Context: an optimization exercise on an open-source flow, tuned for small area, a short achievable clock period and few clock cycles. The choices shown serve that exercise and are no tape-out recipe.
No run shown here included a check of the RTL's function; only the layout flow was run.

[flow/run.sh]
#!/bin/bash
# synth_recipe.tcl (not shown) runs the flow's synth.tcl, then flattens the netlist and writes it again
# the make line also repeats each setting of config.mk as NAME=value (left out here)
make -C /OpenROAD-flow-scripts/flow DESIGN_CONFIG=/design/flow/config.mk WORK_HOME=/design/flow/orfs CLKGATE_MAP_FILE= SYNTH_SCRIPT=/design/flow/synth_recipe.tcl finish
[flow/config.mk]
export PLATFORM = sky130hd
export DESIGN_NAME = cpu_main
export DESIGN_NICKNAME = cpu_main
export VERILOG_FILES = /design/flow/design.v
export SDC_FILE = /design/flow/constraint.sdc
export NUM_CORES = 4
export LEC_CHECK = 0
export ABC_AREA = 1
export CAP_MARGIN = 20
export CORE_MARGIN = 2
export CORE_UTILIZATION = 40
export CTS_BUF_LIST = sky130_fd_sc_hd__clkbuf_4 sky130_fd_sc_hd__clkbuf_8
export SETUP_SLACK_MARGIN = 2.6
export SLEW_MARGIN = 20
[flow/constraint.sdc]
create_clock -name core_clock -period 7.0 [get_ports {clk}]
set_input_delay 1.4000 -clock core_clock [delete_from_list [all_inputs] [get_ports {clk}]]
set_output_delay 1.4000 -clock core_clock [all_outputs]
set_load 0.01 [all_outputs]
[flow/design.v]
`default_nettype none                
`timescale 1ns/1ps                   
/*verilator lint_off UNUSED*/
typedef enum logic [3:0] {
    NOP     = 4'b0000,       
    LDA     = 4'b0001,       
    ADD     = 4'b0010,       
    SUB     = 4'b0011,       
    STA     = 4'b0100,       
    LDI     = 4'b0101,       
    JMP     = 4'b0110,       
    JC      = 4'b0111,       
    JZ      = 4'b1000,       
    NOP_9   = 4'b1001,       
    NOP_A   = 4'b1010,       
    NOP_B   = 4'b1011,       
    NOP_C   = 4'b1100,       
    NOP_D   = 4'b1101,       
    OUT     = 4'b1110,       
    HLT     = 4'b1111        
} op_t;
typedef logic [3:0] addr_t;
typedef logic [7:0] byte_t;
/*verilator lint_on UNUSED*/
`default_nettype none
`timescale 1ns/1ps
module cpu_core (
    output      logic   hlt_o,           
    output      logic   mem_write_o,     
    output      logic   mem_store_o,     
    output      addr_t  mem_waddr_o,     
    output      byte_t  mem_wdata_o,     
    input  wire logic   wr_fwd_i,        
    input  wire addr_t  wr_addr_i,       
    input  wire byte_t  wr_data_i,       
    output      logic [2:0] mem_addr_ev_o,   
    input  wire byte_t  mem_data_ev_i,
    output      logic [2:0] mem_addr_od_o,   
    input  wire byte_t  mem_data_od_i,
    output      addr_t  mem_eaddr_o,     
    input  wire byte_t  mem_edata_i,
    output      logic   out_strobe_o,    
    output      byte_t  out_value_o,     
    input  wire logic   reset_i,
    input  wire logic   clk_en_i,
    input  wire logic   clk
);
addr_t      q;                           
byte_t      ir0;                         
byte_t      ir1;                         
logic       ctl0;                        
addr_t      darg;                        
byte_t      a;                           
logic       cf;                          
logic       o_rdy;                       
function automatic logic is_ctl(input logic [3:0] op);
    is_ctl = (op == NOP) || (op == JMP) || (op == JC) || (op == JZ) ||
           (op == NOP_9) || (op == NOP_A) || (op == NOP_B) || (op == NOP_C) || (op == NOP_D);
endfunction
function automatic logic is_nop(input logic [3:0] op);
    is_nop = (op == NOP) || (op == NOP_9) || (op == NOP_A) || (op == NOP_B) || (op == NOP_C) || (op == NOP_D);
endfunction
function automatic logic [8:0] add8(input logic [7:0] x, input logic [7:0] y, input logic ci);
    logic [8:0] g, p, gn, pn;
    logic [8:0] c;
    g = {x & y, ci};
    p = {x ^ y, 1'b0};
    for (int d = 1; d < 9; d = d * 2) begin
        gn = g;
        pn = p;
        for (int i = d; i < 9; i++) begin
            gn[i] = g[i] | (p[i] & g[i-d]);
            pn[i] = p[i] & p[i-d];
        end
        g = gn;
        p = pn;
    end
    c = g;
    add8 = {c[8], (x ^ y) ^ c[7:0]};
endfunction
op_t        op0, op1, dop;
addr_t      arg0, arg1;
logic       run;
logic       zf;
logic       tk0, tk1;
logic       fold1;
logic       dval;
logic       halt_e;
addr_t      nq, nq1;
logic       fwd0, fwd1;
byte_t      f0, f1;
logic       sub;
logic [8:0] alu;
always_comb op0     = op_t'(ir0[7:4]);
always_comb op1     = op_t'(ir1[7:4]);
always_comb arg0    = ir0[3:0];
always_comb arg1    = ir1[3:0];
always_comb run     = clk_en_i && !hlt_o;
always_comb zf      = (a == 8'h00);
always_comb dop     = ctl0 ? op1 : op0;
always_comb tk0     = (op0 == JMP) || (op0 == JC && cf) || (op0 == JZ && zf);
always_comb tk1     = (op1 == JMP) || (op1 == JC && cf) ||
                      (op1 == JZ && ((op0 == LDI) ? (arg0 == 4'h0) : zf));
always_comb fold1   = (is_nop(op1) || op1 == JMP || op1 == HLT || (op1 == OUT && op0 != OUT) ||
                       (op1 == JC && op0 != ADD && op0 != SUB) ||
                       (op1 == JZ && (op0 == STA || op0 == OUT || op0 == LDI))) &&
                      !(op0 == STA && arg0 == q + 4'h1);
always_comb begin
    dval    = 1'b0;
    halt_e  = 1'b0;
    nq      = q + 4'h1;
    nq1     = q + 4'h2;
    if (ctl0) begin
        if (tk0) begin
            nq      = arg0;
            nq1     = arg0 + 4'h1;
        end else begin
            dval    = 1'b1;
            halt_e  = (op1 == HLT);
            if (is_ctl(op1) && tk1) begin
                nq      = arg1;
                nq1     = arg1 + 4'h1;
            end else begin
                nq      = q + 4'h2;
                nq1     = q + 4'h3;
            end
        end
    end else if (op0 == HLT) begin
        halt_e  = 1'b1;
    end else begin
        dval    = 1'b1;
        if (fold1) begin
            halt_e  = (op1 == HLT);
            if (tk1) begin
                nq      = arg1;
                nq1     = arg1 + 4'h1;
            end else begin
                nq      = q + 4'h2;
                nq1     = q + 4'h3;
            end
        end
    end
    if (reset_i) begin
        nq      = 4'h0;
        nq1     = 4'h1;
    end else if (!run) begin
        nq      = q;
        nq1     = q + 4'h1;
    end
end
always_comb fwd0    = wr_fwd_i && (run || reset_i) && wr_addr_i == nq;
always_comb fwd1    = wr_fwd_i && (run || reset_i) && wr_addr_i == nq1;
always_comb f0      = fwd0 ? wr_data_i : (nq[0] ? mem_data_od_i : mem_data_ev_i);
always_comb f1      = fwd1 ? wr_data_i : (nq[0] ? mem_data_ev_i : mem_data_od_i);
always_comb sub     = (dop == SUB);
always_comb alu     = add8(a, mem_edata_i ^ {8{sub}}, sub);
always_comb mem_addr_ev_o = nq1[3:1];
always_comb mem_addr_od_o = nq[3:1];
always_comb mem_eaddr_o  = darg;
always_comb mem_store_o  = dval && (dop == STA);
always_comb mem_write_o  = run && mem_store_o;
always_comb mem_waddr_o  = darg;
always_comb mem_wdata_o  = a;
always_comb out_strobe_o = o_rdy;
always_comb out_value_o  = a;            
always_ff @(posedge clk) begin
    q       <= nq;
    ir0     <= f0;
    ir1     <= f1;
    ctl0    <= is_ctl(f0[7:4]);
    darg    <= is_ctl(f0[7:4]) ? f1[3:0] : f0[3:0];
end
always_ff @(posedge clk) begin
    if (reset_i) begin
        a       <= '0;
        cf      <= 1'b0;
        o_rdy   <= 1'b0;
        hlt_o   <= 1'b0;
    end else begin
        o_rdy   <= 1'b0;
        if (run) begin
            if (dval) begin
                case (dop)
                    LDA:    a        <= mem_edata_i;
                    ADD, SUB: begin
                        a       <= alu[7:0];
                        cf      <= alu[8] ^ sub;
                    end
                    LDI:    a        <= {4'h0, darg};
                    OUT:    o_rdy    <= 1'b1;
                    default: ;
                endcase
            end
            if (!ctl0 && fold1 && op1 == OUT) begin
                o_rdy   <= 1'b1;
            end
            if (halt_e || f0[7:4] == HLT || (is_nop(f0[7:4]) && f1[7:4] == HLT)) begin
                hlt_o   <= 1'b1;
            end
        end
    end
end
endmodule
`default_nettype wire
`default_nettype none
`timescale 1ns/1ps
module cpu_mem (
    input  wire logic       we_i,        
    input  wire addr_t      waddr_i,     
    input  wire byte_t      wdata_i,     
    input  wire logic [2:0] raddr_ev_i,  
    output      byte_t      rdata_ev_o,
    input  wire logic [2:0] raddr_od_i,  
    output      byte_t      rdata_od_o,
    input  wire addr_t      raddr_e_i,   
    output      byte_t      rdata_e_o,
    input  wire logic       clk
);
byte_t memory [0:15];
always_ff @(posedge clk) begin
    if (we_i) begin
        memory[waddr_i] <= wdata_i;
    end
end
always_comb begin
    rdata_ev_o = '0;
    rdata_od_o = '0;
    for (int i = 0; i < 8; i++) begin
        rdata_ev_o = rdata_ev_o | (memory[2*i]   & {8{raddr_ev_i == 3'(i)}});
        rdata_od_o = rdata_od_o | (memory[2*i+1] & {8{raddr_od_i == 3'(i)}});
    end
end
always_comb begin
    rdata_e_o = '0;
    for (int i = 0; i < 16; i++) begin
        rdata_e_o = rdata_e_o | (memory[i] & {8{raddr_e_i == 4'(i)}});
    end
end
endmodule
`default_nettype wire
`default_nettype none
`timescale 1ns/1ps
module cpu_main (
    input wire  logic       clk_en_i,
    input wire  logic       reset_i,
    output      logic       out_strobe_o,
    output      byte_t      out_value_o,
    output      logic       halt_o,
    input wire  logic       prog_we_i,           
    input wire  addr_t      prog_addr_i,         
    input wire  byte_t      prog_data_i,         
    input wire  logic       clk
);
logic       cpu_we;
logic       cpu_st;
logic       wfwd;
addr_t      cpu_waddr;
byte_t      cpu_wdata;
logic       we;
addr_t      waddr;
byte_t      wdata;
logic [2:0] addr_ev, addr_od;
addr_t      eaddr;
byte_t      data_ev, data_od, edata;
always_comb we      = reset_i ? prog_we_i   : cpu_we;
always_comb wfwd    = reset_i ? prog_we_i   : cpu_st;
always_comb waddr   = reset_i ? prog_addr_i : cpu_waddr;
always_comb wdata   = reset_i ? prog_data_i : cpu_wdata;
cpu_core core (
    .hlt_o(halt_o),
    .mem_write_o(cpu_we),
    .mem_store_o(cpu_st),
    .mem_waddr_o(cpu_waddr),
    .mem_wdata_o(cpu_wdata),
    .wr_fwd_i(wfwd),
    .wr_addr_i(waddr),
    .wr_data_i(wdata),
    .mem_addr_ev_o(addr_ev),
    .mem_data_ev_i(data_ev),
    .mem_addr_od_o(addr_od),
    .mem_data_od_i(data_od),
    .mem_eaddr_o(eaddr),
    .mem_edata_i(edata),
    .out_strobe_o(out_strobe_o),
    .out_value_o(out_value_o),
    .reset_i(reset_i),
    .clk_en_i(clk_en_i),
    .clk(clk)
);
cpu_mem mem (
    .we_i(we),
    .waddr_i(waddr),
    .wdata_i(wdata),
    .raddr_ev_i(addr_ev),
    .rdata_ev_o(data_ev),
    .raddr_od_i(addr_od),
    .rdata_od_o(data_od),
    .raddr_e_i(eaddr),
    .rdata_e_o(edata),
    .clk(clk)
);
endmodule
`default_nettype wire
==> qor.txt, run 1 <==
outcome: complete, no violations
class of the most critical hold timing path: flop to flop
top achievable clock speed: 0.238 GHz
Std-Cell Rows: 56
post-synth net total: 1198
DRC viols: 0
vertical die dimension: 158 um
final wirelength: 33100 um
starting DRC count in detailed routing: 1217
vias after detailed routing: 8670
hold-fix buffers at CTS: 0
TritonCTS sink count: 164
slowest cell on the critical path: clkdlybuf4s50_1
Avg Inst Size Synth: 8.16 um2
setup tns final: 0 ns
required time at the worst-slack endpoint: 7.41 ns
Hold Path Cell Cnt: 2
critical path fanouts, max: 26
initial antenna violation count: 0
grt met3 use: 4.14%
critical path's most frequent cell: nand2_1
Max Cap Violations: 0
unrepaired setup endpoints after global routing: yes
cell count after synthesis: 1167
cell area after synthesis: 9520 um2
most congested layer reported by global routing: met2
Synth Flop Type: edfxtp_1
hold violation count in the final report: 0
clock root buffer: clkbuf_8
distinct cell type count after synthesis: 47
path depth of the worst reg2reg path: 21
DP Worst Slack: 1.80 ns
area of the die: 25000 um2
part of the Yosys area used for sequential elements: 47.9%
number of buffers created by CTS: 17
number of iterations in the first detailed-routing pass: 5
headroom to the max-slew limit: 34.2%
Synth top cells by count: nand2_1 (304), inv_1 (130), edfxtp_1 (128), nor2_1 (123), nand3_1 (111)
TritonCTS clock tree: done
fraction of synthesized cell area taken by the top area cell type: 40.4%
Final nets: 1229
IO Port Bufs: 25
vias in the first global route: 8055
die boundary width: 158 um
fraction of registers with async set/reset: 0%
number of vias per cell: 5.67
crit path launch type: input pin
post-route fraction of the period consumed by the critical path: 60.1%
most frequent cell after synthesis: nand2_1
maximum clock path buffer count: 2
met1 Use GR: 38.4%
min cycle time layout: 4.20 ns
Starting Density: 40.7%
wire length of the first global-routing pass: 49600 um
Worst EP arrival: 4.61 ns
proportion of layout cells with a drive suffix above 1: 11.4%
H-tree Lvls: 4
gp weighted congestion: 1.06
global-route usage over all layers: 27.1%
worst setup skew after layout: 0.0170 ns
cell accounting for the most synthesized area: edfxtp_1
delay of the slowest critical-path stage: 0.49 ns
Warnings, synthesis: 3
transition time of the tightest slew-check pin: 0.985 ns
number of synthesized register bits: 164
filler instances: 2384
met2 Resource Use GR: 40.8%
top cells by area, synth: edfxtp_1 (40%), nand2_1 (12%), dfxtp_1 (7.6%)
overflow left after global routing: 0
final max-slew violation count: 0
detailed placer's ending HPWL: 25000 um
post-DR wirelength/cell: 21.6 um
diode count: 0
area growth from synthesis to final layout: 11.5%
crit end category: flop
largest net degree at the start of global routing: 27
core box area: 23400 um2
Setup-failing EPs final: 0
worst skew pair latency: 0.48 ns
type of the setup path with the least slack: input pin to flop
Final Worst Setup Slack: 2.80 ns
ordered list of cells on the worst path: clkdlybuf4s50_1 > buf_8 > clkinvlp_4 > or2_2 > o21ai_0 > inv_1 > nand3_1 > nand2_1 > nor2_1 > nand3_4 > inv_4 > nand3_1 > nand2_1 > nand2_1 > a22oi_2 > nand2_2 > nand2_4 > nand2_1 > nand2_1
Antenna Nets Post-Route: 0
number of enable flip-flop cells after synthesis: 128
clock-pin slew on the worst setup and hold paths: 0.10 ns
I/O Pins: 26
## per-layer routing
layer	part of all wire, %	vias to the layer above
li1	-	4040
met1	43	4073
met2	43	455
met3	8.5	102
met4	5.2	0
met5	0	-
## state kept, by name (all words and copies together) (netlist names)
signal,flops
core.a,8
core.ir0,8
core.q,4
core.ctl0,1
core.darg,4
core.o_rdy,1
core.cf,1
core.hlt_o,1
mem.memory,128
core.ir1,8
## kinds of logic (layout without fill, tap and decap cells)
group                      Yosys count  after routing  synth area share (%)
adders and majority gates           15             15                  1.97
buffers and inverters              167            211                  7.24
and+or+nand+nor                    627            627                  29.6
xor gates and xnor gates            21             21                  1.93
AOI/OAI and AO/OA                  173            173                  11.3
DFF                                164            164                  47.9
## critical path: cells and delay by family
family | cells | cell delay, ns
AO/OA/AOI/OAI | 2 | 0.36
AND/OR/NAND/NOR | 12 | 1.59
buffers and inverters | 5 | 1.23
## cell usage in the layout, fill, tap and decap left out, drive strengths merged
cell type        n
o211ai           9
nand4           34
a311oi           1
nand3          118
xor2            19
nor3             7
a211oi           4
clkinv           4
a22oi            3
a221oi          21
buf              9
o21ai           61
dfxtp           36
edfxtp         128
a2111oi          1
nand3b           1
o2bb2ai          1
clkinvlp         5
xnor2            2
ha              15
nand2          321
o2111ai          4
clkbuf          18
a21oi           49
o21a             1
o221ai           2
o21bai           1
a22o             2
inv            150
o22ai           13
or2              6
clkdlybuf4s50   25
nor2           137
nor4             3
## stage by stage
stage | hold slack (ns) | instance area (um2) | util, % | instances
after floorplan | 0.494 | 9520 | - | 1167
after global placement | 0.477 | 10100 | 43.0 | 1495
after detailed placement | 0.480 | 10100 | 43.1 | 1495
after CTS | 0.495 | 10500 | 44.8 | 1527
after global routing | 0.535 | 10600 | 45.4 | 1530
final | 0.499 | 10600 | 45.4 | 1530
## layout make-up
cell class	count	area, um2	share of cell area, %
Sequential cell	164	4570	43.1
Multi-Input combinational cell	836	4390	41.3
Inverter	145	554	5.22
Tap cell	319	399	3.76
Timing Repair Buffer	34	325	3.06
Clock buffer	18	241	2.27
Clock inverter	14	140	1.32
## worst paths after layout
path / end / slack [ns] / from
max reg2reg: core.a[7]$_SDFFE_PP0P_ / 2.84 / core.darg[1]$_DFF_P_
min reg2reg: core.hlt_o$_SDFFE_PP0P_ / 0.50 / core.hlt_o$_SDFFE_PP0P_
min: core.hlt_o$_SDFFE_PP0P_ / 0.50 / core.hlt_o$_SDFFE_PP0P_
max: core.darg[3]$_DFF_P_ / 2.80 / reset_i
## repair_timing
item | CTS | global route
pin swaps | 0 | 1
gates resized for setup | 9 | 33
endpoints found under the setup margin | 10 | 15
setup buffers | 0 | 3
==> inputs of run 2 (changes only) <==
--- a/flow/config.mk
+++ b/flow/config.mk
@@ -11,4 +11,4 @@
 export CORE_UTILIZATION = 40
 export CTS_BUF_LIST = sky130_fd_sc_hd__clkbuf_4 sky130_fd_sc_hd__clkbuf_8
-export SETUP_SLACK_MARGIN = 2.6
+export SETUP_SLACK_MARGIN = 2.8
 export SLEW_MARGIN = 20
==> qor.txt, run 2 <==
unrepaired setup endpoints after global routing: no
clock-pin slew on the worst setup and hold paths: 0.10 ns
Std-Cell Rows: 56
number of synthesized register bits: 164
Synth top cells by count: nand2_1 (304), inv_1 (130), edfxtp_1 (128), nor2_1 (123), nand3_1 (111)
proportion of layout cells with a drive suffix above 1: 14.0%
vias in the first global route: 8094
Layout Utilization: 46.5%
number of iterations in the first detailed-routing pass: 8
leading cell type in the layout, fill and taps excluded: nand2_1
final max-slew violation count: 0
setup tns final: 0 ns
outcome: complete, no violations
commonest cells after routing, fill and taps aside: nand2_1 (300), edfxtp_1 (128), inv_1 (125)
cell area after synthesis: 9520 um2
max FFs per register: 128
fraction of synthesized cell area taken by the top area cell type: 40.4%
part of the Yosys area used for sequential elements: 47.9%
top cells by area, synth: edfxtp_1 (40%), nand2_1 (12%), dfxtp_1 (7.6%)
Warnings, synthesis: 3
core box area: 23400 um2
post-route fraction of the period consumed by the critical path: 57.3%
die boundary width: 158 um
overflow left after global routing: 0
post-synthesis share of cell area spent on full adders, half adders and majority gates: 1.97%
gp weighted congestion: 1.06
distinct cell type count after synthesis: 47
hold-fix buffers at CTS: 0
global-route usage over all layers: 27.1%
largest register by flop count: mem.memory
Synth Flop Type: edfxtp_1
I/O Pins: 26
Antenna Nets Post-Route: 0
cell count after synthesis: 1167
crit path launch type: input pin
number of buffers created by CTS: 17
Final nets: 1245
IO Port Bufs: 25
critical path fanouts, max: 26
largest net degree at the start of global routing: 27
post-DR wirelength/cell: 21.7 um
cell accounting for the most synthesized area: edfxtp_1
initial antenna violation count: 0
Setup-failing EPs final: 0
top achievable clock speed: 0.249 GHz
most frequent cell after synthesis: nand2_1
post-synth net total: 1198
compound-cell area share of the yosys netlist: 11.3%
type of the setup path with the least slack: input pin to flop
min cycle time layout: 4.01 ns
worst skew pair latency: 0.47 ns
Starting Density: 40.7%
class of the most critical hold timing path: flop to flop
transition time of the tightest slew-check pin: 1.01 ns
XOR/XNOR share of the synthesized area: 1.93%
vertical die dimension: 158 um
wire length of the first global-routing pass: 49700 um
maximum clock path buffer count: 2
vias after detailed routing: 8843
diode count: 0
TritonCTS sink count: 164
Final Instance Count excl. Fillers: 1546
hold violation count in the final report: 0
worst setup skew after layout: 0.0184 ns
placed instance count: 1495
Max Cap Violations: 0
share of synthesized cell area in and, or, nand and nor gates: 29.6%
Avg Inst Size Synth: 8.16 um2
area of the die: 25000 um2
number of vias per cell: 5.72
final wirelength: 33500 um
Final Worst Setup Slack: 2.99 ns
required time at the worst-slack endpoint: 7.40 ns
headroom to the max-slew limit: 32.7%
H-tree Lvls: 4
starting DRC count in detailed routing: 1308
number of enable flip-flop cells after synthesis: 128
DRC viols: 0
mux share of post-synthesis cell area: 0%
dominant combinational cell family by area after synthesis: simple AND/OR/NAND/NOR gates
Worst EP arrival: 4.41 ns
fraction of registers with async set/reset: 0%
crit end category: flop
detailed placer's ending HPWL: 25000 um
area growth from synthesis to final layout: 14.4%
DP Worst Slack: 1.80 ns
TritonCTS clock tree: done
clock root buffer: clkbuf_8
==> run 2: changes by cell type in the layout (fill, tap and decap cells not counted), moves of 2 or more <==
cell     previous run  this run
buf_4               8        23
dfxtp_2             6         2
dfxtp_4             0         4
inv_1             128       125
inv_2              12        14
inv_6               2         4
nand2_8             1         3
nor2_1            112       108
nor2_4             12        17
o21ai_0            48        42
o21ai_2             3         9
==> run 2: routing by layer <==
layer	track usage (%)	vias to the layer above	wire (um)	part of all wire (%)
met5	0	-	0	0
met4	12.7	0	1870	5.6
met3	4.14	110	2680	8.0
met2	40.9	503	14400	43
met1	38.3	4145	14500	43
li1	-	4085	-	-
==> run 2: path summary, 6_finish.rpt <==
check / end / cells past startpoint / slack (ns) / from
max reg2reg: core.cf$_SDFFE_PP0P_ / 21 / 3.03 / core.darg[0]$_DFF_P_
min: core.hlt_o$_SDFFE_PP0P_ / 2 / 0.49 / core.hlt_o$_SDFFE_PP0P_
min reg2reg: core.hlt_o$_SDFFE_PP0P_ / 2 / 0.49 / core.hlt_o$_SDFFE_PP0P_
max: core.darg[2]$_DFF_P_ / 25 / 2.99 / reset_i
==> run 2: worst max-delay path, cell delays in order <==
cell and delay, ns:
clkdlybuf4s50_1 0.51, buf_12 0.20, nor2_4 0.08, o21ai_0 0.09, inv_1 0.07, nand2_1 0.06, inv_1 0.04, nand2_1 0.10
nand2_4 0.12, inv_2 0.16, nor2_4 0.09, buf_4 0.15, nand3_1 0.06, nand2_1 0.09, nor2_1 0.24, nand2_1 0.10
nand2_1 0.07, nand3_1 0.08, nand2_1 0.08, nand2_1 0.08, a22oi_2 0.16, nand2_2 0.13, nand2_4 0.10, nand2_1 0.06
nand2_1 0.07
==> run 2: cell families (layout without fill, tap and decap cells) <==
logic type / count (synthesis) / in the layout
AND/OR/NAND/NOR: 627 / 628
AO/OA/AOI/OAI: 173 / 173
buffers and inverters: 167 / 226
flip-flops: 164 / 164
XOR/XNOR: 21 / 21
adder cells (fa/ha/maj): 15 / 15
==> run 2: area by class of cell <==
| type | instances | area [um2] |
|---|---|---|
| Clock buffer | 18 | 241 |
| Clock inverter | 14 | 140 |
| Inverter | 145 | 562 |
| Timing Repair Buffer | 49 | 443 |
| Tap cell | 319 | 399 |
| Multi-Input combinational cell | 837 | 4520 |
| Sequential cell | 164 | 4580 |
| Fill cell | 2343 | 12500 |
==> run 2: per-stage QoR <==
step	hold WS [ns]	cell area [um2]
2_1_floorplan	0.494	9520
3_3_place_gp	0.477	10100
3_5_place_dp	0.480	10100
4_1_cts	0.495	10600
5_1_grt	0.535	10900
6_report	0.494	10900
==> run 2: timing repair <==
item | 4_1_cts | 5_1_grt
gates resized for setup | 22 | 63
endpoints found under the setup margin | 19 | 67
cloned | 0 | 1
pin swaps | 0 | 16
setup buffers | 2 | 16
==> inputs of run 3 (changes only) <==
--- a/flow/design.v
+++ b/flow/design.v
@@ -91,4 +91,5 @@
 byte_t      f0, f1;
 logic       sub;
+byte_t      ax;
 logic [8:0] alu;
 always_comb op0     = op_t'(ir0[7:4]);
@@ -154,5 +155,6 @@
 always_comb f1      = fwd1 ? wr_data_i : (nq[0] ? mem_data_ev_i : mem_data_od_i);
 always_comb sub     = (dop == SUB);
-always_comb alu     = add8(a, mem_edata_i ^ {8{sub}}, sub);
+always_comb ax      = a ^ {8{sub}};
+always_comb alu     = add8(ax, mem_edata_i, 1'b0);
 always_comb mem_addr_ev_o = nq1[3:1];
 always_comb mem_addr_od_o = nq[3:1];
@@ -184,6 +186,6 @@
                     LDA:    a        <= mem_edata_i;
                     ADD, SUB: begin
-                        a       <= alu[7:0];
-                        cf      <= alu[8] ^ sub;
+                        a       <= alu[7:0] ^ {8{sub}};
+                        cf      <= alu[8];
                     end
                     LDI:    a        <= {4'h0, darg};
==> qor.txt, run 3 <==
outcome: complete, no violations
Hold Path Cell Cnt: 2
required time at the worst-slack endpoint: 7.42 ns
largest net degree at the start of global routing: 25
filler instances: 2374
max FFs per register: 128
global-route usage over all layers: 26.0%
ordered list of cells on the worst path: clkdlybuf4s50_1 > nand2_2 > inv_1 > nor2_2 > inv_1 > nor2_2 > a21oi_2 > nor2_4 > nand3_1 > nand2_1 > nor2_1 > nand2_1 > nand2_1 > nand3_2 > nand2_4 > nand2_2 > a22oi_4 > nand2_4 > nand2_4 > nand2_1 > nand2_1
type of the setup path with the least slack: input pin to flop
clock root buffer: clkbuf_8
TritonCTS clock tree: done
diode count: 0
Synth top cells by count: nand2_1 (280), edfxtp_1 (128), inv_1 (125), nand3_1 (112), nor2_1 (112)
Std-Cell Rows: 56
IO Port Bufs: 25
worst setup skew after layout: 0.0179 ns
Max Cap Violations: 0
WHS: 0.519 ns
cell area after synthesis: 9610 um2
transition time of the tightest slew-check pin: 1.02 ns
top achievable clock speed: 0.247 GHz
crit end category: flop
reg-to-reg endpoint: core.a[7]$_SDFFE_PP0P_
part of the Yosys area used for sequential elements: 47.5%
detailed placer's ending HPWL: 24700 um
Antenna Nets Post-Route: 0
Worst EP arrival: 4.47 ns
core box area: 23500 um2
cell count after synthesis: 1142
final wirelength: 33300 um
initial antenna violation count: 0
end of the worst hold path: core.hlt_o$_SDFFE_PP0P_
vertical die dimension: 159 um
fraction of synthesized cell area taken by the top area cell type: 40.0%
Synth Flop Type: edfxtp_1
number of enable flip-flop cells after synthesis: 128
cell accounting for the most synthesized area: edfxtp_1
Warnings, synthesis: 3
critical path fanouts, max: 8
gp weighted congestion: 0.960
number of vias per cell: 5.74
headroom to the max-slew limit: 31.9%
wire length on met2: 15300 um
delay of the slowest critical-path stage: 0.53 ns
instance area after placement: 10200 um2
clock-pin slew on the worst setup and hold paths: 0.09 ns
placed instance count: 1468
met3 routed wirelength: 2430 um
metal1 wirelength: 13800 um
DRC viols: 0
worst hold path startpoint: core.hlt_o$_SDFFE_PP0P_
cell count along the critical path: 21
I/O Pins: 26
leading cell type in the layout, fill and taps excluded: nand2_1
reg-to-reg slack, setup: 3.00 ns
largest register by flop count: mem.memory
TritonCTS sink count: 164
Final Instance Count excl. Fillers: 1514
area of the die: 25300 um2
path depth of the worst reg2reg path: 22
Final nets: 1214
total buffers and inverters traversed by the critical path: 3
post-DR wirelength/cell: 22.0 um
H-tree Lvls: 4
highest layer used for signal routing: met4
proportion of layout cells with a drive suffix above 1: 13.1%
post-synth net total: 1174
class of the most critical hold timing path: flop to flop
area growth from synthesis to final layout: 12.1%
post-route fraction of the period consumed by the critical path: 57.8%
final max-slew violation count: 0
setup tns final: 0 ns
Reg2Reg Launch Point: core.darg[3]$_DFF_P_
most frequent cell after synthesis: nand2_1
slowest cell on the critical path: clkdlybuf4s50_1
fraction of registers with async set/reset: 0%
number of iterations in the first detailed-routing pass: 6
vias after detailed routing: 8693
critical path's most frequent cell: nand2_1
Setup-failing EPs final: 0
vias in the first global route: 8138
overflow left after global routing: 0
min cycle time layout: 4.05 ns
starting DRC count in detailed routing: 1151
number of synthesized register bits: 164
hold-fix buffers at CTS: 0
commonest cells after routing, fill and taps aside: nand2_1 (278), edfxtp_1 (128), inv_1 (122)
worst skew pair latency: 0.47 ns
Starting Density: 40.8%
Avg Inst Size Synth: 8.41 um2
die boundary width: 159 um
wire length of the first global-routing pass: 49600 um
Final Cell Area: 10800 um2
hold violation count in the final report: 0
crit path launch type: input pin
number of buffers created by CTS: 17
cell family with the largest share of critical-path delay: simple AND/OR/NAND/NOR gates
maximum clock path buffer count: 2
top cells by area, synth: edfxtp_1 (40%), nand2_1 (11%), dfxtp_1 (7.5%)
distinct cell type count after synthesis: 55
unrepaired setup endpoints after global routing: no
-- run 3: cell count changes after synthesis, moves of 6 or more --
cell      previous run  this run
a221oi_1            21        30
nand2_1            304       280
a21oi_1             45        19
nor2_1             123       112
nor3_1               5        13
o22ai_1             13        21
a32o_1               0         6
nand4_1             34        27
o21ai_0             53        44
-- run 3: timing repair --
action	in CTS	in global routing
endpoints found under the setup margin	79	60
setup buffers	0	13
cloned	1	0
gates resized for setup	13	32
pin swaps	1	7
-- run 3: final cells by class --
class	instances	area [um2]	share of cell area, %
repair buffers	44	388	3.60
clock inverters	14	135	1.25
clock buffers	18	241	2.24
flip-flops and latches	164	4570	42.4
well taps	319	399	3.71
multi-input cells	814	4490	41.7
inverters	141	546	5.07
-- run 3: worst max-delay path by stage --
| stage | startpoint | to | slack [ns] |
|---|---|---|---|
| 3_3_place_gp | reset_i | core.hlt_o$_SDFFE_PP0P_ | 1.92 |
| 4_1_cts | core.q[0]$_DFF_P_ | core.hlt_o$_SDFFE_PP0P_ | 2.81 |
| 2_1_floorplan | core.ctl0$_DFF_P_ | core.a[7]$_SDFFE_PP0P_ | 3.33 |
| 5_1_grt | clk_en_i | core.hlt_o$_SDFFE_PP0P_ | 2.79 |
| 3_5_place_dp | reset_i | core.hlt_o$_SDFFE_PP0P_ | 1.85 |
| 6_report | clk_en_i | core.darg[2]$_DFF_P_ | 2.95 |
-- run 3: cells by family (layout without fill, tap and decap cells) --
| group | Yosys count | count (layout) | share of synthesized area, % |
|---|---|---|---|
| and+or+nand+nor | 599 | 600 | 28.4 |
| buffers and inverters | 165 | 217 | 7.15 |
| adders and majority gates | 16 | 16 | 2.16 |
| AOI/OAI and AO/OA | 173 | 173 | 12.5 |
| DFF | 164 | 164 | 47.5 |
| xor gates and xnor gates | 25 | 25 | 2.28 |
-- run 3: metrics by stage --
step	setup WS (ns)	utilization [%]
after floorplan	3.33	-
after global placement	1.92	43.2
after detailed placement	1.85	43.2
after CTS	2.81	45.0
after global routing	2.79	45.7
final	2.95	45.7
-- run 3: worst register-to-register path: cells and delay by family, from the launching register on --
family,cells,cell delay [ns]
flip-flops,1,0.52
XOR/XNOR,2,0.29
AND/OR/NAND/NOR,8,1.26
buffers and inverters,4,0.48
AO/OA/AOI/OAI,7,1.07
adder cells (fa/ha/maj),1,0.32
-- run 3: metal layers --
layer	vias up	global-route usage, %
met1	4074	34.6
met5	-	0
met2	488	42.5
met4	0	11.8
li1	4021	-
met3	110	3.57
==> inputs of run 4 (changes only) <==
--- a/flow/design.v
+++ b/flow/design.v
@@ -90,4 +90,5 @@
 logic       fwd0, fwd1;
 byte_t      f0, f1;
+logic       f0_ctl, f0_hlt, f0_nop, f1_hlt;
 logic       sub;
 byte_t      ax;
@@ -145,13 +146,16 @@
         nq      = 4'h0;
         nq1     = 4'h1;
-    end else if (!run) begin
-        nq      = q;
-        nq1     = q + 4'h1;
     end
 end
-always_comb fwd0    = wr_fwd_i && (run || reset_i) && wr_addr_i == nq;
-always_comb fwd1    = wr_fwd_i && (run || reset_i) && wr_addr_i == nq1;
+always_comb fwd0    = wr_fwd_i && wr_addr_i == nq;
+always_comb fwd1    = wr_fwd_i && wr_addr_i == nq1;
 always_comb f0      = fwd0 ? wr_data_i : (nq[0] ? mem_data_od_i : mem_data_ev_i);
 always_comb f1      = fwd1 ? wr_data_i : (nq[0] ? mem_data_ev_i : mem_data_od_i);
+always_comb begin
+    f0_ctl  = fwd0 ? is_ctl(wr_data_i[7:4]) : (nq[0] ? is_ctl(mem_data_od_i[7:4]) : is_ctl(mem_data_ev_i[7:4]));
+    f0_hlt  = fwd0 ? (wr_data_i[7:4] == HLT) : (nq[0] ? (mem_data_od_i[7:4] == HLT) : (mem_data_ev_i[7:4] == HLT));
+    f0_nop  = fwd0 ? is_nop(wr_data_i[7:4]) : (nq[0] ? is_nop(mem_data_od_i[7:4]) : is_nop(mem_data_ev_i[7:4]));
+    f1_hlt  = fwd1 ? (wr_data_i[7:4] == HLT) : (nq[0] ? (mem_data_ev_i[7:4] == HLT) : (mem_data_od_i[7:4] == HLT));
+end
 always_comb sub     = (dop == SUB);
 always_comb ax      = a ^ {8{sub}};
@@ -167,12 +171,10 @@
 always_comb out_value_o  = a;            
 always_ff @(posedge clk) begin
-    q       <= nq;
-    ir0     <= f0;
-    ir1     <= f1;
-    ctl0    <= is_ctl(f0[7:4]);
-    darg    <= is_ctl(f0[7:4]) ? f1[3:0] : f0[3:0];
-end
-always_ff @(posedge clk) begin
     if (reset_i) begin
+        q       <= 4'h0;
+        ir0     <= f0;
+        ir1     <= f1;
+        ctl0    <= f0_ctl;
+        darg    <= f0_ctl ? f1[3:0] : f0[3:0];
         a       <= '0;
         cf      <= 1'b0;
@@ -182,4 +184,9 @@
         o_rdy   <= 1'b0;
         if (run) begin
+            q       <= nq;
+            ir0     <= f0;
+            ir1     <= f1;
+            ctl0    <= f0_ctl;
+            darg    <= f0_ctl ? f1[3:0] : f0[3:0];
             if (dval) begin
                 case (dop)
@@ -197,5 +204,5 @@
                 o_rdy   <= 1'b1;
             end
-            if (halt_e || f0[7:4] == HLT || (is_nop(f0[7:4]) && f1[7:4] == HLT)) begin
+            if (halt_e || f0_hlt || (f0_nop && f1_hlt)) begin
                 hlt_o   <= 1'b1;
             end
==> qor.txt, run 4 <==
outcome: complete, no violations
number of buffers created by CTS: 17
crit path from: reset_i
Synth top cells by count: nand2_1 (226), inv_1 (157), edfxtp_1 (149), nor2_1 (119), nand3_1 (82)
setup tns final: 0 ns
reg-to-reg slack, setup: 3.01 ns
part of the Yosys area used for sequential elements: 48.0%
detailed placer's ending HPWL: 23700 um
area growth from synthesis to final layout: 12.5%
ordered list of cells on the worst path: clkdlybuf4s50_1 > buf_8 > clkinvlp_4 > nand3_4 > inv_8 > nand2_2 > inv_1 > nand2_1 > o21ai_0 > a221oi_1 > nand2_1 > o21ai_0 > o22ai_1 > nand2_1 > nand2_1
top achievable clock speed: 0.245 GHz
Starting Density: 40.8%
area taken by multi-input logic gates: 4460 um2
hold violation count in the final report: 0
cell count after synthesis: 1158
gp weighted congestion: 0.940
slowest cell on the critical path: clkdlybuf4s50_1
diode count: 0
Avg Inst Size Synth: 8.59 um2
maximum clock path buffer count: 2
core box area: 24400 um2
worst skew pair latency: 0.48 ns
capture point of the critical path: core.darg[0]$_DFFE_PP_
transition time of the tightest slew-check pin: 1.06 ns
Synth Flop Type: edfxtp_1
post-DR wirelength/cell: 21.0 um
number of enable flip-flop cells after synthesis: 149
number of iterations in the first detailed-routing pass: 6
filler instances: 2401
class of the most critical hold timing path: flop to flop
largest net degree at the start of global routing: 26
Max Cap Violations: 0
max FFs per register: 128
number of synthesized register bits: 164
starting DRC count in detailed routing: 884
required time at the worst-slack endpoint: 7.24 ns
Reg2Reg Launch Point: core.q[0]$_SDFFE_PP0P_
overflow left after global routing: 0
Std-Cell Rows: 57
crit end category: flop
placed instance count: 1491
metal1 wirelength: 13100 um
unrepaired setup endpoints after global routing: no
most frequent cell after synthesis: nand2_1
TritonCTS clock tree: done
fraction of synthesized cell area taken by the top area cell type: 45.0%
WHS: 0.505 ns
area of the die: 26100 um2
Final nets: 1234
distinct cell type count after synthesis: 53
critical path's most frequent cell: nand2_1
hold-fix buffers at CTS: 0
Antenna Nets Post-Route: 0
Storage cell area: 4780 um2
post-synth net total: 1190
post-route fraction of the period consumed by the critical path: 58.4%
Setup-failing EPs final: 0
initial antenna violation count: 0
critical path fanouts, max: 25
worst setup skew after layout: 0.0142 ns
fraction of registers with async set/reset: 0%
reg-to-reg endpoint: core.darg[1]$_DFFE_PP_
final wirelength: 32400 um
delay of the slowest critical-path stage: 0.49 ns
final max-slew violation count: 0
crit path launch type: input pin
wire length of the first global-routing pass: 47500 um
top cells by area, synth: edfxtp_1 (45%), nand2_1 (8.5%), inv_1 (5.9%)
leading cell type in the layout, fill and taps excluded: nand2_1
clock root buffer: clkbuf_8
Final Instance Count excl. Fillers: 1539
cell accounting for the most synthesized area: edfxtp_1
global-route usage over all layers: 24.6%
wire length on met2: 15000 um
Layout Utilization: 45.9%
TritonCTS sink count: 164
Warnings, synthesis: 3
met3 routed wirelength: 2400 um
highest layer used for signal routing: met4
clock-pin slew on the worst setup and hold paths: 0.09 ns
DRC viols: 0
largest register by flop count: mem.memory
min cycle time layout: 4.09 ns
cell area after synthesis: 9940 um2
Worst EP arrival: 4.33 ns
vias after detailed routing: 8741
vias in the first global route: 8101
IO Port Bufs: 25
number of vias per cell: 5.68
type of the setup path with the least slack: input pin to flop
path depth of the worst reg2reg path: 20
proportion of layout cells with a drive suffix above 1: 13.0%
die boundary width: 162 um
commonest cells after routing, fill and taps aside: nand2_1 (226), inv_1 (154), edfxtp_1 (149)
I/O Pins: 26
vertical die dimension: 162 um
H-tree Lvls: 4
headroom to the max-slew limit: 28.9%
-- run 4: per-layer routing --
layer,global-route usage (%),vias to the layer above
met5,0,-
met4,14.5,0
met3,5.46,92
met2,39.2,380
met1,30.8,4164
li1,-,4105
-- run 4: worst min-delay path by stage --
| stage | slack [ns] | depth (start not counted) | from | end |
|---|---|---|---|---|
| 3_5_place_dp | 0.49 | 2 | core.hlt_o$_SDFFE_PP0P_ | core.hlt_o$_SDFFE_PP0P_ |
| 4_1_cts | 0.50 | 2 | core.hlt_o$_SDFFE_PP0P_ | core.hlt_o$_SDFFE_PP0P_ |
| 2_1_floorplan | 0.50 | 2 | core.hlt_o$_SDFFE_PP0P_ | core.hlt_o$_SDFFE_PP0P_ |
| 5_1_grt | 0.55 | 2 | core.hlt_o$_SDFFE_PP0P_ | core.hlt_o$_SDFFE_PP0P_ |
| 6_report | 0.51 | 2 | core.hlt_o$_SDFFE_PP0P_ | core.hlt_o$_SDFFE_PP0P_ |
| 3_3_place_gp | 0.48 | 2 | core.hlt_o$_SDFFE_PP0P_ | core.hlt_o$_SDFFE_PP0P_ |
-- run 4: per-stage QoR --
stage	instance area (um2)	setup slack, ns
CTS	11000	2.82
detailed placement	10500	1.38
floorplan	9940	3.44
global route	11200	2.80
finish	11200	2.91
global placement	10500	1.52
-- run 4: kinds of logic (layout without fill, tap and decap cells) --
logic type | after synthesis | count (layout) | synth area share, %
buffers and inverters | 202 | 257 | 8.69
flip-flops | 164 | 164 | 48.0
XOR/XNOR | 23 | 23 | 2.03
AND/OR/NAND/NOR | 527 | 529 | 25.1
adder cells (fa/ha/maj) | 16 | 16 | 2.09
AO/OA/AOI/OAI | 226 | 226 | 14.1
-- run 4: worst max-delay path: cells and delay by family --
| kind | cells | cell delay (ns) |
|---|---|---|
| AOI/OAI and AO/OA | 4 | 0.86 |
| buffers and inverters | 5 | 1.12 |
| and+or+nand+nor | 6 | 0.89 |
-- run 4: cell type report --
| type | count | share of cell area (%) |
|---|---|---|
| Timing Repair Buffer | 49 | 4.02 |
| Multi-Input combinational cell | 794 | 39.9 |
| Timing Repair inverter | 2 | 0.112 |
| Sequential cell | 164 | 42.7 |
| Inverter | 174 | 6.00 |
| Tap cell | 324 | 3.62 |
| Clock buffer | 17 | 2.09 |
| Clock inverter | 15 | 1.59 |
-- run 4: repair_timing --
item                                    CTS  global route
pin swaps                                 1             5
gates cloned                              1             3
setup buffers                             3             9
endpoints found under the setup margin   64            48
gates resized for setup                   9            33
==> inputs of run 5 (changes only) <==
--- a/flow/design.v
+++ b/flow/design.v
@@ -50,8 +50,11 @@
 byte_t      ir1;                         
 logic       ctl0;                        
+logic       pass0;                       
 addr_t      darg;                        
 byte_t      a;                           
 logic       cf;                          
 logic       o_rdy;                       
+byte_t      out_hold;                    
+logic       out_old;                     
 function automatic logic is_ctl(input logic [3:0] op);
     is_ctl = (op == NOP) || (op == JMP) || (op == JC) || (op == JZ) ||
@@ -61,4 +64,7 @@
     is_nop = (op == NOP) || (op == NOP_9) || (op == NOP_A) || (op == NOP_B) || (op == NOP_C) || (op == NOP_D);
 endfunction
+function automatic logic is_pass(input logic [3:0] op);
+    is_pass = is_ctl(op) || (op == OUT) || (op == STA);
+endfunction
 function automatic logic [8:0] add8(input logic [7:0] x, input logic [7:0] y, input logic ci);
     logic [8:0] g, p, gn, pn;
@@ -84,13 +90,14 @@
 logic       zf;
 logic       tk0, tk1;
+logic       ctl1;
 logic       fold1;
+logic       exec0, exec1;
 logic       dval;
 logic       halt_e;
+logic       st;
 addr_t      nq, nq1;
 logic       fwd0, fwd1;
 byte_t      f0, f1;
-logic       f0_ctl, f0_hlt, f0_nop, f1_hlt;
 logic       sub;
-byte_t      ax;
 logic [8:0] alu;
 always_comb op0     = op_t'(ir0[7:4]);
@@ -100,39 +107,39 @@
 always_comb run     = clk_en_i && !hlt_o;
 always_comb zf      = (a == 8'h00);
-always_comb dop     = ctl0 ? op1 : op0;
+always_comb ctl1    = is_ctl(op1);
+always_comb dop     = pass0 ? op1 : op0;
 always_comb tk0     = (op0 == JMP) || (op0 == JC && cf) || (op0 == JZ && zf);
 always_comb tk1     = (op1 == JMP) || (op1 == JC && cf) ||
                       (op1 == JZ && ((op0 == LDI) ? (arg0 == 4'h0) : zf));
-always_comb fold1   = (is_nop(op1) || op1 == JMP || op1 == HLT || (op1 == OUT && op0 != OUT) ||
-                       (op1 == JC && op0 != ADD && op0 != SUB) ||
-                       (op1 == JZ && (op0 == STA || op0 == OUT || op0 == LDI))) &&
-                      !(op0 == STA && arg0 == q + 4'h1);
 always_comb begin
-    dval    = 1'b0;
+    case (op0)
+        OUT:     fold1 = (op1 != OUT);
+        STA:     fold1 = ((op1 == LDA || op1 == ADD || op1 == SUB) && arg1 != arg0) ||
+                         op1 == LDI || op1 == OUT || ctl1 || op1 == HLT;
+        LDA:     fold1 = is_nop(op1) || op1 == JMP || op1 == JC || op1 == HLT || op1 == OUT;
+        LDI:     fold1 = ctl1 || op1 == HLT || op1 == OUT;
+        default: fold1 = is_nop(op1) || op1 == JMP || op1 == HLT || op1 == OUT;   
+    endcase
+    if (op0 == STA && arg0 == q + 4'h1) begin
+        fold1 = 1'b0;                    
+    end
+end
+always_comb begin
+    exec0   = 1'b0;                      
+    exec1   = 1'b0;                      
     halt_e  = 1'b0;
     nq      = q + 4'h1;
     nq1     = q + 4'h2;
-    if (ctl0) begin
-        if (tk0) begin
-            nq      = arg0;
-            nq1     = arg0 + 4'h1;
-        end else begin
-            dval    = 1'b1;
-            halt_e  = (op1 == HLT);
-            if (is_ctl(op1) && tk1) begin
-                nq      = arg1;
-                nq1     = arg1 + 4'h1;
-            end else begin
-                nq      = q + 4'h2;
-                nq1     = q + 4'h3;
-            end
-        end
+    if (ctl0 && tk0) begin
+        nq      = arg0;
+        nq1     = arg0 + 4'h1;
     end else if (op0 == HLT) begin
         halt_e  = 1'b1;
     end else begin
-        dval    = 1'b1;
-        if (fold1) begin
+        exec0   = !ctl0;
+        if (ctl0 || fold1) begin
+            exec1   = 1'b1;
             halt_e  = (op1 == HLT);
-            if (tk1) begin
+            if (ctl1 && tk1) begin
                 nq      = arg1;
                 nq1     = arg1 + 4'h1;
@@ -148,26 +155,24 @@
     end
 end
+always_comb dval    = pass0 ? exec1 : exec0;
+always_comb st      = (exec0 && op0 == STA) || (exec1 && op1 == STA);
 always_comb fwd0    = wr_fwd_i && wr_addr_i == nq;
 always_comb fwd1    = wr_fwd_i && wr_addr_i == nq1;
 always_comb f0      = fwd0 ? wr_data_i : (nq[0] ? mem_data_od_i : mem_data_ev_i);
 always_comb f1      = fwd1 ? wr_data_i : (nq[0] ? mem_data_ev_i : mem_data_od_i);
-always_comb begin
-    f0_ctl  = fwd0 ? is_ctl(wr_data_i[7:4]) : (nq[0] ? is_ctl(mem_data_od_i[7:4]) : is_ctl(mem_data_ev_i[7:4]));
-    f0_hlt  = fwd0 ? (wr_data_i[7:4] == HLT) : (nq[0] ? (mem_data_od_i[7:4] == HLT) : (mem_data_ev_i[7:4] == HLT));
-    f0_nop  = fwd0 ? is_nop(wr_data_i[7:4]) : (nq[0] ? is_nop(mem_data_od_i[7:4]) : is_nop(mem_data_ev_i[7:4]));
-    f1_hlt  = fwd1 ? (wr_data_i[7:4] == HLT) : (nq[0] ? (mem_data_ev_i[7:4] == HLT) : (mem_data_od_i[7:4] == HLT));
-end
 always_comb sub     = (dop == SUB);
-always_comb ax      = a ^ {8{sub}};
-always_comb alu     = add8(ax, mem_edata_i, 1'b0);
+always_comb alu     = add8(a, mem_edata_i ^ {8{sub}}, sub);
 always_comb mem_addr_ev_o = nq1[3:1];
 always_comb mem_addr_od_o = nq[3:1];
 always_comb mem_eaddr_o  = darg;
-always_comb mem_store_o  = dval && (dop == STA);
-always_comb mem_write_o  = run && mem_store_o;
-always_comb mem_waddr_o  = darg;
+always_comb mem_store_o  = st;
+always_comb mem_write_o  = run && st;
+always_comb mem_waddr_o  = (op0 == STA) ? arg0 : arg1;
 always_comb mem_wdata_o  = a;
 always_comb out_strobe_o = o_rdy;
-always_comb out_value_o  = a;            
+always_comb out_value_o  = out_old ? out_hold : a;
+always_ff @(posedge clk) begin
+    out_hold <= a;
+end
 always_ff @(posedge clk) begin
     if (reset_i) begin
@@ -175,9 +180,11 @@
         ir0     <= f0;
         ir1     <= f1;
-        ctl0    <= f0_ctl;
-        darg    <= f0_ctl ? f1[3:0] : f0[3:0];
+        ctl0    <= is_ctl(f0[7:4]);
+        pass0   <= is_pass(f0[7:4]);
+        darg    <= is_pass(f0[7:4]) ? f1[3:0] : f0[3:0];
         a       <= '0;
         cf      <= 1'b0;
         o_rdy   <= 1'b0;
+        out_old <= 1'b0;
         hlt_o   <= 1'b0;
     end else begin
@@ -187,22 +194,23 @@
             ir0     <= f0;
             ir1     <= f1;
-            ctl0    <= f0_ctl;
-            darg    <= f0_ctl ? f1[3:0] : f0[3:0];
+            ctl0    <= is_ctl(f0[7:4]);
+            pass0   <= is_pass(f0[7:4]);
+            darg    <= is_pass(f0[7:4]) ? f1[3:0] : f0[3:0];
             if (dval) begin
                 case (dop)
                     LDA:    a        <= mem_edata_i;
                     ADD, SUB: begin
-                        a       <= alu[7:0] ^ {8{sub}};
-                        cf      <= alu[8];
+                        a       <= alu[7:0];
+                        cf      <= alu[8] ^ sub;
                     end
                     LDI:    a        <= {4'h0, darg};
-                    OUT:    o_rdy    <= 1'b1;
                     default: ;
                 endcase
             end
-            if (!ctl0 && fold1 && op1 == OUT) begin
+            out_old <= exec0 && op0 == OUT;
+            if ((exec0 && op0 == OUT) || (exec1 && op1 == OUT)) begin
                 o_rdy   <= 1'b1;
             end
-            if (halt_e || f0_hlt || (f0_nop && f1_hlt)) begin
+            if (halt_e || f0[7:4] == HLT || (is_nop(f0[7:4]) && f1[7:4] == HLT)) begin
                 hlt_o   <= 1'b1;
             end
==> qor.txt, run 5 <==
crit path from: core.darg[2]$_DFFE_PP_
Warnings, synthesis: 3
crit path launch type: flop
Layout Utilization: 49.6%
final wirelength: 35200 um
DRC viols: 0
I/O Pins: 26
transition time of the tightest slew-check pin: 1.00 ns
type of the setup path with the least slack: flop to flop
distinct cell type count after synthesis: 48
core box area: 25000 um2
hold-fix buffers at CTS: 0
critical path fanouts, max: 5
post-DR wirelength/cell: 21.3 um
initial antenna violation count: 0
number of synthesized register bits: 174
part of the Yosys area used for sequential elements: 49.6%
Synth Flop Type: edfxtp_1
Worst EP arrival: 4.63 ns
unrepaired setup endpoints after global routing: yes
critical path's most frequent cell: nor2_2
clock root buffer: clkbuf_8
proportion of layout cells with a drive suffix above 1: 23.8%
TritonCTS clock tree: done
Setup-failing EPs final: 0
TritonCTS sink count: 174
required time at the worst-slack endpoint: 7.40 ns
met1 Use GR: 34.3%
overflow left after global routing: 0
cell accounting for the most synthesized area: edfxtp_1
outcome: complete, no violations
slowest cell on the critical path: edfxtp_1
number of enable flip-flop cells after synthesis: 150
crit end category: flop
cell area after synthesis: 10100 um2
worst setup skew after layout: 0.0201 ns
die boundary width: 163 um
maximum clock path buffer count: 2
Std-Cell Rows: 58
Final nets: 1343
Avg Inst Size Synth: 8.52 um2
vias in the first global route: 8944
setup tns final: 0 ns
most congested layer reported by global routing: met2
Antenna Nets Post-Route: 0
capture point of the critical path: core.cf$_SDFFE_PP0P_
largest net degree at the start of global routing: 28
IO Port Bufs: 25
headroom to the max-slew limit: 33.1%
filler instances: 2358
vertical die dimension: 163 um
detailed placer's ending HPWL: 23700 um
clock-pin slew on the worst setup and hold paths: 0.10 ns
number of vias per cell: 5.73
reg-to-reg slack, setup: 2.77 ns
final max-slew violation count: 0
worst skew pair latency: 0.49 ns
leading cell type in the layout, fill and taps excluded: nand2_1
grt met3 use: 5.19%
Reg2Reg Launch Point: core.darg[2]$_DFFE_PP_
diode count: 0
top cells by area, synth: edfxtp_1 (45%), nand2_1 (11%), nand3_1 (5.9%)
met2 Resource Use GR: 42.0%
reg-to-reg endpoint: core.cf$_SDFFE_PP0P_
H-tree Lvls: 4
post-route fraction of the period consumed by the critical path: 60.4%
gp weighted congestion: 0.998
path depth of the worst reg2reg path: 28
Max Cap Violations: 0
number of buffers created by CTS: 17
cell count after synthesis: 1180
largest register by flop count: mem.memory
Synth top cells by count: nand2_1 (292), edfxtp_1 (150), inv_1 (131), nand3_1 (119), nor2_1 (94)
starting DRC count in detailed routing: 1252
delay of the slowest critical-path stage: 0.52 ns
area of the die: 26400 um2
global-route usage over all layers: 25.9%
hold violation count in the final report: 0
wire length of the first global-routing pass: 51600 um
number of iterations in the first detailed-routing pass: 6
max FFs per register: 128
fraction of synthesized cell area taken by the top area cell type: 44.8%
area growth from synthesis to final layout: 23.3%
fraction of registers with async set/reset: 0%
vias after detailed routing: 9479
Starting Density: 40.3%
commonest cells after routing, fill and taps aside: nand2_1 (273), edfxtp_1 (150), inv_1 (119)
top achievable clock speed: 0.237 GHz
min cycle time layout: 4.23 ns
class of the most critical hold timing path: flop to flop
most frequent cell after synthesis: nand2_1
post-synth net total: 1211
## run 5: cell count changes after synthesis, sizes merged, moves of 9 or more
cell and delta:
dfxtp +9, inv -28, nand2 +59, nand3 +34, nand4 -18, nor2 -21
nor3 +11, o21ai -9, o22ai -20
## run 5: repair_timing
action                     in CTS  in global routing
gates resized for setup        69                 87
pin swaps                      15                 37
setup endpoints to repair      86                 71
setup buffers                  61                 34
cloned                          2                  5
## run 5: how the worst min path moves through the flow
stage / start / endpoint / cells past startpoint
floorplan: core.a[3]$_SDFFE_PP0P_ / core.out_hold[3]$_DFF_P_ / 0
global placement: core.a[5]$_SDFFE_PP0P_ / core.out_hold[5]$_DFF_P_ / 0
detailed placement: core.a[5]$_SDFFE_PP0P_ / core.out_hold[5]$_DFF_P_ / 0
CTS: core.a[5]$_SDFFE_PP0P_ / core.out_hold[5]$_DFF_P_ / 0
global route: core.a[5]$_SDFFE_PP0P_ / core.out_hold[5]$_DFF_P_ / 0
finish: core.a[5]$_SDFFE_PP0P_ / core.out_hold[5]$_DFF_P_ / 0
## run 5: cell families (layout without fill, tap and decap cells)
group	after synthesis	in the layout	synth area share [%]
AO/OA/AOI/OAI	198	199	12.4
XOR/XNOR	23	23	2.00
adder cells (fa/ha/maj)	15	15	1.87
buffers and inverters	176	315	7.38
flip-flops	174	174	49.6
AND/OR/NAND/NOR	594	599	26.7
## run 5: final cells by class
type                       instances  area [um2]  area share [%]
clock buffer                      18         241            1.95
sequential                       174        4990            40.3
timing repair buffer             137        1170            9.44
tap                              330         413            3.33
clock inverter                    14         125            1.01
inverter                         146         566            4.56
multi-input combinational        836        4890            39.4
## run 5: per-stage QoR
stage / instances / hold WS [ns] / setup WS (ns) / area (um2)
after floorplan: 1180 / 0.355 / 2.83 / 10100
after global placement: 1521 / 0.370 / 1.63 / 10700
after detailed placement: 1521 / 0.370 / 1.48 / 10700
after CTS: 1616 / 0.383 / 2.80 / 11800
after global routing: 1655 / 0.400 / 2.54 / 12400
final: 1655 / 0.383 / 2.77 / 12400
## run 5: worst max-delay path, delay by kind of cell (launching register included)
| family | cells | cell delay, ns |
|---|---|---|
| AOI/OAI and AO/OA | 6 | 0.95 |
| xor gates and xnor gates | 2 | 0.27 |
| adders and majority gates | 1 | 0.31 |
| buffers and inverters | 6 | 0.71 |
| DFF | 1 | 0.52 |
| and+or+nand+nor | 13 | 1.38 |
## run 5: per-layer routing
metal	part of all wire [%]	wire length (um)
met2	46	16100
met4	4.8	1710
met1	40	14200
met3	8.9	3140
met5	0	0
==> inputs of run 6 (changes only) <==
--- a/flow/config.mk
+++ b/flow/config.mk
@@ -11,4 +11,4 @@
 export CORE_UTILIZATION = 40
 export CTS_BUF_LIST = sky130_fd_sc_hd__clkbuf_4 sky130_fd_sc_hd__clkbuf_8
-export SETUP_SLACK_MARGIN = 2.8
+export SETUP_SLACK_MARGIN = 2.5
 export SLEW_MARGIN = 20
==> qor.txt, run 6 <==
outcome: complete, no violations
Std-Cell Rows: 58
Antenna Nets Post-Route: 0
IO Port Bufs: 25
overflow left after global routing: 0
Storage cell area: 4990 um2
final wirelength: 32700 um
critical path's most frequent cell: nor2_2
transition time of the tightest slew-check pin: 1.02 ns
vertical die dimension: 163 um
H-tree Lvls: 4
worst setup skew after layout: 0.0194 ns
Final Instance Count excl. Fillers: 1591
Max Cap Violations: 0
crit path from: core.darg[2]$_DFFE_PP_
type of the setup path with the least slack: flop to flop
Reg2Reg Launch Point: core.darg[2]$_DFFE_PP_
fraction of synthesized cell area taken by the top area cell type: 44.8%
number of synthesized register bits: 174
setup tns final: 0 ns
Synth Flop Type: edfxtp_1
delay of the slowest critical-path stage: 0.52 ns
post-route fraction of the period consumed by the critical path: 62.6%
global-route usage over all layers: 24.7%
die boundary width: 163 um
gp weighted congestion: 0.998
Setup-failing EPs final: 0
share of synthesized cell area in and, or, nand and nor gates: 26.7%
worst skew pair latency: 0.48 ns
required time at the worst-slack endpoint: 7.39 ns
number of enable flip-flop cells after synthesis: 150
vias after detailed routing: 9043
most frequent cell after synthesis: nand2_1
mux share of post-synthesis cell area: 0%
cell accounting for the most synthesized area: edfxtp_1
crit path launch type: flop
fraction of registers with async set/reset: 0%
vias in the first global route: 8438
dominant combinational cell family by area after synthesis: simple AND/OR/NAND/NOR gates
TritonCTS clock tree: done
Hold Path Cell Cnt: 0
starting DRC count in detailed routing: 1054
maximum clock path buffer count: 2
hold-fix buffers at CTS: 0
commonest cells after routing, fill and taps aside: nand2_1 (277), edfxtp_1 (150), inv_1 (118), nand3_1 (118), nor2_1 (75)
proportion of layout cells with a drive suffix above 1: 17.9%
leading cell type in the layout, fill and taps excluded: nand2_1
TritonCTS sink count: 174
critical path fanouts, max: 6
top cells by area, synth: edfxtp_1 (45%), nand2_1 (11%), nand3_1 (5.9%)
post-DR wirelength/cell: 20.6 um
distinct cell type count after synthesis: 48
placed instance count: 1521
top achievable clock speed: 0.228 GHz
path depth of the worst reg2reg path: 27
worst hold path startpoint: core.a[5]$_SDFFE_PP0P_
crit end category: flop
headroom to the max-slew limit: 31.8%
cell area after synthesis: 10100 um2
Synth top cells by count: nand2_1 (292), edfxtp_1 (150), inv_1 (131), nand3_1 (119), nor2_1 (94)
wire length of the first global-routing pass: 49100 um
area growth from synthesis to final layout: 16.1%
hold violation count in the final report: 0
final max-slew violation count: 0
largest register by flop count: mem.memory
class of the most critical hold timing path: flop to flop
Final Worst Setup Slack: 2.62 ns
Avg Inst Size Synth: 8.52 um2
Worst EP arrival: 4.77 ns
largest net degree at the start of global routing: 36
compound-cell area share of the yosys netlist: 12.4%
XOR/XNOR share of the synthesized area: 2.00%
I/O Pins: 26
diode count: 0
clock-pin slew on the worst setup and hold paths: 0.10 ns
detailed placer's ending HPWL: 23700 um
unrepaired setup endpoints after global routing: yes
area of the die: 26400 um2
post-synthesis share of cell area spent on full adders, half adders and majority gates: 1.87%
DP Worst Slack: 1.48 ns
Starting Density: 40.3%
number of iterations in the first detailed-routing pass: 7
post-synth net total: 1211
slowest cell on the critical path: edfxtp_1
core box area: 25000 um2
number of vias per cell: 5.68
part of the Yosys area used for sequential elements: 49.6%
filler instances: 2431
cell count after synthesis: 1180
DRC viols: 0
clock root buffer: clkbuf_8
min cycle time layout: 4.38 ns
Final nets: 1279
number of buffers created by CTS: 17
max FFs per register: 128
initial antenna violation count: 0
area taken by multi-input logic gates: 4660 um2
Warnings, synthesis: 3
run 6: cell count changes in the layout (fill, tap and decap cells not counted), sizes merged:
cell          previous run  this run
bufbuf                   1         0
clkinv                   8         7
clkinvlp                 1         2
nand2                  311       309
nor2                   113       110
dlymetal6s2s             0         1
buf                    111        52
run 6: cells by family (layout without fill, tap and decap cells):
group           Yosys count  count (layout)
compound gates          198             199
xor+xnor                 23              23
fa+ha+maj                15              15
buf+inv                 176             256
flops                   174             174
simple gates            594             594
run 6: critical path, delay by kind of cell (launching register included):
| family | cells | cell delay [ns] |
|---|---|---|
| XOR/XNOR | 2 | 0.25 |
| adder cells (fa/ha/maj) | 1 | 0.31 |
| AND/OR/NAND/NOR | 11 | 1.17 |
| AO/OA/AOI/OAI | 7 | 1.33 |
| buffers and inverters | 6 | 0.72 |
| flip-flops | 1 | 0.52 |
run 6: through the flow:
| step | util (%) | hold slack [ns] | instance area, um2 |
|---|---|---|---|
| 2_1_floorplan | - | 0.355 | 10100 |
| 6_report | 46.7 | 0.384 | 11700 |
| 4_1_cts | 44.6 | 0.383 | 11100 |
| 3_3_place_gp | 42.7 | 0.370 | 10700 |
| 5_1_grt | 46.7 | 0.400 | 11700 |
| 3_5_place_dp | 42.7 | 0.370 | 10700 |
run 6: cell type report:
cell class | count | share of cell area, %
clock buffers | 18 | 2.07
clock inverters | 14 | 1.07
inverters | 146 | 4.85
multi-input cells | 831 | 39.9
flip-flops and latches | 174 | 42.7
well taps | 330 | 3.54
repair buffers | 78 | 5.83
run 6: repair_timing:
item | in CTS | in global routing
gates cloned | 1 | 1
pin swaps | 2 | 30
buffers inserted | 7 | 29
endpoints found under the setup margin | 35 | 80
resized for setup | 11 | 88
run 6: layer usage:
metal	share of wire, %	vias up	global-route usage (%)
met1	43	4294	33.8
met3	8.2	87	4.15
met5	0	-	0
li1	-	4220	-
met2	46	442	40.0
met4	3.7	0	8.29
run 6: final timing paths:
path	slack, ns	to
hold / removal	0.38	core.out_hold[5]$_DFF_P_
setup / recovery	2.62	core.cf$_SDFFE_PP0P_
setup reg to reg	2.62	core.cf$_SDFFE_PP0P_
hold reg to reg	0.38	core.out_hold[5]$_DFF_P_

-- what the ideal ports hide --
How much do the figures lean on ideal ports? The routed layouts below were timed once more, with nothing changed but the port constraints.
Step 1: set_driving_cell puts a clkbuf_16 on clk and a buf_2 on each other input, an assumption about the parent block.
Step 2 adds t to the input delays and takes it off the output delays; t is the mean of the earliest and latest rising clock arrival at the registers after step 1. Input paths then give back, and output paths get back, about the clock's delay inside the block.
Slacks: ideal ports / drivers / drivers and shift; pairs: ideal ports / drivers.
| run | shift t [ns] | slack for setup (ns) | hold slack, ns | worst slew at a driven data input, ns |
|---|---|---|---|---|
| run 1 | 0.510 | 2.796 / 2.813 / 2.303 | 0.499 / 0.499 / 0.499 | 0.05 |
| run 2 | 0.507 | 2.988 / 3.005 / 2.498 | 0.494 / 0.494 / 0.494 | 0.05 |
| run 3 | 0.513 | 2.953 / 2.977 / 2.464 | 0.519 / 0.519 / 0.519 | 0.04 |
| run 4 | 0.516 | 2.911 / 2.929 / 2.412 | 0.505 / 0.505 / 0.505 | 0.04 |
| run 5 | 0.526 | 2.772 / 2.772 / 2.522 | 0.383 / 0.383 / 0.383 | 0.03 |
| run 6 | 0.516 | 2.620 / 2.620 / 2.286 | 0.384 / 0.384 / 0.384 | 0.03 |
After both steps every run listed still meets setup and hold. For run 4, which loses most, drivers alone change the setup slack by +0.018 ns; drivers and shift together by -0.499 ns.
